Background: an optimization exercise with open tools, aiming at small area and a short achievable clock period. Do not read the settings as production practice.
Where RTL was checked, it was by simulation tests only, not by an equivalence proof against the original.
Power and IR drop assume default switching activity.

Setup of v6:
==> flow/design.v <==
package switch_defs;
	localparam PTR_W = $clog2(4);
	localparam PKT_W = 2*4 + 8;
	typedef struct packed {
		logic [4-1:0]  source;
		logic [4-1:0]  target;
		logic [8-1:0] data;
	} packet_t;
endpackage
import switch_defs::*;
module sync_fifo (
	input  wire                          clk,
	input  wire                          we,
	input  wire [3:0]                    wr_ptr,
	input  wire [3:0]                    rd_ptr,
	input  wire [switch_defs::PKT_W-1:0] data_in,
	output wire [switch_defs::PKT_W-1:0] data_out
);
	localparam DEPTH = 15;
	reg [switch_defs::PKT_W-1:0] mem [0:DEPTH-1];
	always_ff @(posedge clk) begin
		if (we)
			mem[wr_ptr] <= data_in;
	end
	assign data_out = mem[rd_ptr];
endmodule
import switch_defs::*;
module rx_port (
	input  wire                          clk,
	input  wire                          rst_n,
	input  wire                          valid_in,
	input  wire [switch_defs::PKT_W-1:0] pkt_in,
	input  wire [4-1:0]         grant_vec,
	output reg  [switch_defs::PKT_W-1:0] hd_pkt,
	output reg  [4-1:0]         req
);
	reg        hv;         
	reg [3:0]  cnt;        
	reg [3:0]  rd_ptr;
	reg [3:0]  wr_ptr;
	reg        full;       
	wire [switch_defs::PKT_W-1:0] ring_out;
	wire [4-1:0] owed   = req & ~grant_vec;
	wire                  ld     = (owed == {4{1'b0}});  
	wire                  push   = valid_in & ~full;
	wire                  r_ne   = (cnt != 4'd0);
	wire                  deq    = ld & r_ne;           
	wire                  to_hd  = ld & ~r_ne;          
	wire                  enq    = push & ~to_hd;       
	wire       c14   = (cnt == 4'd14);
	wire [3:0] cnt_p = cnt + 4'd1;
	wire [3:0] cnt_m = cnt - 4'd1;
	wire [3:0] rd_i  = (rd_ptr == 4'd14) ? 4'd0 : rd_ptr + 4'd1;
	wire [3:0] wr_i  = (wr_ptr == 4'd14) ? 4'd0 : wr_ptr + 4'd1;
	wire       hv_n  = ~ld | r_ne | push;
	reg [3:0] cnt_n;
	always_comb begin
		case ({enq, deq})
			2'b10:   cnt_n = cnt_p;
			2'b01:   cnt_n = cnt_m;
			default: cnt_n = cnt;
		endcase
	end
	sync_fifo ring (
		.clk      (clk),
		.we       (push),   
		.wr_ptr   (wr_ptr),
		.rd_ptr   (rd_ptr),
		.data_in  (pkt_in),
		.data_out (ring_out)
	);
	always_ff @(posedge clk or negedge rst_n) begin
		if (!rst_n) begin
			hv     <= 1'b0;
			cnt    <= 4'd0;
			rd_ptr <= 4'd0;
			wr_ptr <= 4'd0;
			full   <= 1'b0;
			req    <= {4{1'b0}};
		end else begin
			hv     <= hv_n;
			cnt    <= cnt_n;
			full   <= ~ld & (full | (c14 & push));
			if (deq) rd_ptr <= rd_i;
			if (enq) wr_ptr <= wr_i;
			if (!ld)
				req <= owed;
			else if (r_ne)
				req <= ring_out[8 +: 4];
			else
				req <= push ? pkt_in[8 +: 4] : {4{1'b0}};
		end
	end
	always_ff @(posedge clk) begin
		if (ld)
			hd_pkt <= r_ne ? ring_out : pkt_in;
	end
endmodule
import switch_defs::*;
module tx_port #(
	parameter PORT_ID = 0
) (
	input  wire                                     clk,
	input  wire                                     rst_n,
	input  wire [4*switch_defs::PKT_W-1:0] rx_pkts,
	input  wire [4-1:0]                    rx_reqs,
	output reg  [4-1:0]                    grants,
	output reg                                      valid_out,
	output reg  [switch_defs::PKT_W-1:0]            pkt_out
);
	reg [3:0] rr;    
	wire      any = |rx_reqs;
	reg [switch_defs::PKT_W-1:0] pkt_out_n;
	always_comb begin
		logic [3:0] r;
		r = rx_reqs;
		for (int i = 0; i < 4; i++) begin
			grants[i] = r[i] & ( rr[i]
				| (rr[(i+3)%4] & ~r[(i+3)%4])
				| (rr[(i+2)%4] & ~r[(i+2)%4] & ~r[(i+3)%4])
				| (rr[(i+1)%4] & ~r[(i+1)%4] & ~r[(i+2)%4] & ~r[(i+3)%4]));
		end
	end
	always_comb begin
		logic [switch_defs::PKT_W-1:0] p;
		p = '0;
		for (int i = 0; i < 4; i++)
			p = p | ({switch_defs::PKT_W{grants[i]}} & rx_pkts[i*switch_defs::PKT_W +: switch_defs::PKT_W]);
		pkt_out_n = p;
	end
	always_ff @(posedge clk or negedge rst_n) begin
		if (!rst_n) begin
			valid_out <= 1'b0;
			rr        <= 4'b0001;
		end else begin
			valid_out <= any & ~grants[PORT_ID];
			if (any)
				rr <= {grants[2:0], grants[3]};
		end
	end
	always_ff @(posedge clk)
		pkt_out <= pkt_out_n;
endmodule
import switch_defs::*;
module switch_4port(
	input  logic       clk,
	input  logic       rst_n,
	input  logic       port0_valid_in,
	input  logic [3:0] port0_source_in,
	input  logic [3:0] port0_target_in,
	input  logic [7:0] port0_data_in,
	output logic       port0_valid_out,
	output logic [3:0] port0_source_out,
	output logic [3:0] port0_target_out,
	output logic [7:0] port0_data_out,
	input  logic       port1_valid_in,
	input  logic [3:0] port1_source_in,
	input  logic [3:0] port1_target_in,
	input  logic [7:0] port1_data_in,
	output logic       port1_valid_out,
	output logic [3:0] port1_source_out,
	output logic [3:0] port1_target_out,
	output logic [7:0] port1_data_out,
	input  logic       port2_valid_in,
	input  logic [3:0] port2_source_in,
	input  logic [3:0] port2_target_in,
	input  logic [7:0] port2_data_in,
	output logic       port2_valid_out,
	output logic [3:0] port2_source_out,
	output logic [3:0] port2_target_out,
	output logic [7:0] port2_data_out,
	input  logic       port3_valid_in,
	input  logic [3:0] port3_source_in,
	input  logic [3:0] port3_target_in,
	input  logic [7:0] port3_data_in,
	output logic       port3_valid_out,
	output logic [3:0] port3_source_out,
	output logic [3:0] port3_target_out,
	output logic [7:0] port3_data_out
);
	localparam NUM_PORTS = 4;
	localparam W = switch_defs::PKT_W;
	wire [NUM_PORTS*W-1:0] rx_pkt_in;
	wire [NUM_PORTS*W-1:0] tx_pkt_out;
	wire [NUM_PORTS-1:0]   rx_valid_in;
	wire [NUM_PORTS-1:0]   tx_valid_out;
	assign rx_pkt_in[0*W +: W] = {port0_source_in, port0_target_in, port0_data_in};
	assign rx_pkt_in[1*W +: W] = {port1_source_in, port1_target_in, port1_data_in};
	assign rx_pkt_in[2*W +: W] = {port2_source_in, port2_target_in, port2_data_in};
	assign rx_pkt_in[3*W +: W] = {port3_source_in, port3_target_in, port3_data_in};
	assign rx_valid_in = {port3_valid_in, port2_valid_in, port1_valid_in, port0_valid_in};
	assign {port0_source_out, port0_target_out, port0_data_out} = tx_pkt_out[0*W +: W];
	assign {port1_source_out, port1_target_out, port1_data_out} = tx_pkt_out[1*W +: W];
	assign {port2_source_out, port2_target_out, port2_data_out} = tx_pkt_out[2*W +: W];
	assign {port3_source_out, port3_target_out, port3_data_out} = tx_pkt_out[3*W +: W];
	assign {port3_valid_out, port2_valid_out, port1_valid_out, port0_valid_out} = tx_valid_out;
	wire [NUM_PORTS*W-1:0] hd_pkts;
	wire [NUM_PORTS-1:0]   reqs   [NUM_PORTS-1:0];  
	wire [NUM_PORTS-1:0]   grants [NUM_PORTS-1:0];  
	genvar i;
	generate
		for (i = 0; i < NUM_PORTS; i++) begin : PORTS
			logic [NUM_PORTS-1:0] my_grant_vec;
			logic [NUM_PORTS-1:0] my_req_vec;
			always_comb begin
				for (int j = 0; j < NUM_PORTS; j++) begin
					my_grant_vec[j] = grants[j][i];
					my_req_vec[j]   = reqs[j][i];
				end
			end
			rx_port rx_inst (
				.clk(clk), .rst_n(rst_n),
				.valid_in(rx_valid_in[i]),
				.pkt_in(rx_pkt_in[i*W +: W]),
				.grant_vec(my_grant_vec),
				.hd_pkt(hd_pkts[i*W +: W]),
				.req(reqs[i])
			);
			tx_port #(.PORT_ID(i)) tx_inst (
				.clk(clk), .rst_n(rst_n),
				.rx_pkts(hd_pkts),
				.rx_reqs(my_req_vec),
				.grants(grants[i]),
				.valid_out(tx_valid_out[i]),
				.pkt_out(tx_pkt_out[i*W +: W])
			);
		end
	endgenerate
endmodule
clock: 5.5 ns
lec_check: 0
cap_margin: 20
core_margin: 2
core_utilization: 50
setup_slack_margin: 3.2
slew_margin: 20
run.sh (not shown) runs the stock make flow with config.mk's settings and CLKGATE_MAP_FILE= SYNTH_SCRIPT=/design/flow/synth_recipe.tcl, a recipe that flattens the netlist after the stock synthesis.
Edits applied to the flow inputs when going from v6 to v7:
Settings: setting ABC_CLOCK_PERIOD_IN_PS to 2000 for the first time.
## What came out
Every stage of the flow completed for v7, and the final layout passed the timing, DRC and antenna checks. Looking at the reports, v6 completed the entire flow and the layout it produced met the timing, DRC and antenna checks. Number of buffers inserted by port buffering: v7 vs v6, no meaningful difference. v6 → v7: aggregate global routing overflow closely matched the old numbers; share of the final layout cell area in sequential cells closely matched the old numbers; number of different library cells in the post-synthesis netlist closely matched the old numbers; final design area excluding fillers closely matched the old numbers. From v6 to v7 the numbers moved as follows: final clock period utilization by the worst path saw little to no change, synthesized netlist net count saw little to no change. Taking v6 as the reference, in v7 overall power of the completed layout did not really move, register share of total power held steady.
No functional check of the RTL was part of any run of this note.

* * *

## run 1
switch_4port, a different RTL version from the one above (not shown whole).
Size in the first run: roughly 2,900 cells after synthesis, about 1,200 flip-flops, about 46,000 um2 of cells after synthesis.
export LEC_CHECK = 0
export CAP_MARGIN = 20
export CORE_MARGIN = 2
export CORE_UTILIZATION = 60
export CTS_CLUSTER_DIAMETER = 80
export CTS_CLUSTER_SIZE = 24
export PLACE_DENSITY = 0.75
export SETUP_SLACK_MARGIN = 3.1
export SLEW_MARGIN = 20
create_clock -name core_clock -period 5.5 [get_ports {clk}]
Run 1 completed end to end with timing, DRC and antenna clean.
The inputs of run 2 differ from those of run 1 as listed below.
Settings: SETUP_SLACK_MARGIN changed from 3.1 to 3.2; PLACE_DENSITY changed from 0.75 to 0.65; CORE_UTILIZATION changed from 60 to 50.
[summary]
On worst slack on hold paths, run 1 loses to run 2.
Of run 2 and run 1, run 2 shows the higher total number of cells along the worst setup path, with run 1 below it.
The cell with the biggest individual delay on the critical path comes out sky130_fd_sc_hd__a222oi_1 in one run and sky130_fd_sc_hd__dfstp_2 in the other, namely in run 1 and run 2 respectively.
Number of placed instances with taps included | run 2 above run 1
Max x dimension of the die across run 2 and run 1: run 2
The cell count after synthesis of run 2 and that of run 1 are within noise of each other.
Of run 2 and run 1, it is run 2 that has the lower power density of the placed cells.
Going from run 1 to run 2, area of all placed cells without fillers grows by 1.4%.
Edits applied to the flow inputs when going from run 2 to run 3:
Settings: changing SETUP_SLACK_MARGIN from 3.2 to 3.3; changing PLACE_DENSITY from 0.65 to 0.75; changing CORE_UTILIZATION from 50 to 60.
--- outcome ---
Global-route usage: lower on run 2
Summary of run 3 over run 2: final estimated routing congestion in global placement fell by 2.3%, post-CTS clock slew at the launch and capture registers of the worst setup and hold paths stayed essentially flat, largest net degree at the start of global routing fell by 10%, final critical-path required period fell by 28 ps, setup slack rose by 28 ps.
Compare run 3 and run 2 | post-CTS setup buffer count lower: run 2
Taking run 2 as the reference, in run 3 area of the core dropped about 17%, vertical die dimension dropped about 9%.
Post-route total power on run 3 is up relative to run 2.
Lower post-route cell area among run 3 and run 2: run 2
What run 4 does differently from run 3 at the input level:
Settings: changing SETUP_SLACK_MARGIN from 3.3 to 3.2; changing PLACE_DENSITY from 0.75 to 0.7; changing CORE_UTILIZATION from 60 to 55.
[summary]
- Taking run 3 as the reference, in run 4 tap cell instance count higher; violation count after the first detailed-routing iteration dropped 642; maximum single-stage delay on the critical path moved up.
- Of run 4 and run 3, it is run 4 that has the higher global-route wire length before repair.
- From run 3 to run 4, post-synthesis net count did not move at all.
- Final instance count without filler cells of run 4 is on par with run 3.
- Run 3 -> run 4: non-clock buffer count decreased by more than 10%

-- port drivers added, routing unchanged --
No port has a modelled driver above. Below, the same layouts with a new extraction and two added sets of constraints.
Step 1, drivers: a clkbuf_16 drives clk and a buf_2 each remaining input, both assumed.
Step 2 times the ports against the registers' clock, not the clock port: input delays grow and output delays shrink by t, the midpoint of the rising clock arrivals with the driver on.
Slacks: no drivers / after step 1 / after step 2; pairs: no drivers / after step 1.
| run | t (ns) | slack for setup (ns) | worst hold slack (ns) | pins driven straight from the clock port |
|---|---|---|---|---|
| v6 | 0.764 | 2.895 / 2.895 / 2.381 | 0.328 / 0.326 / 0.528 | 1 |
| v7 | 0.764 | 2.895 / 2.895 / 2.381 | 0.328 / 0.326 / 0.528 | 1 |
| run 1 | 0.723 | 3.026 / 3.026 / 2.711 | 0.303 / 0.272 / 0.528 | 1 |
| run 2 | 0.739 | 3.155 / 3.121 / 2.672 | 0.431 / 0.404 / 0.558 | 1 |
| run 3 | 0.720 | 3.183 / 3.146 / 2.666 | 0.492 / 0.450 / 0.558 | 1 |
| run 4 | 0.722 | 3.167 / 3.154 / 2.661 | 0.415 / 0.382 / 0.544 | 1 |
After both steps every run listed still meets setup and hold. For run 3, which loses most, drivers alone change the setup slack by -0.037 ns; drivers and shift together by -0.517 ns.
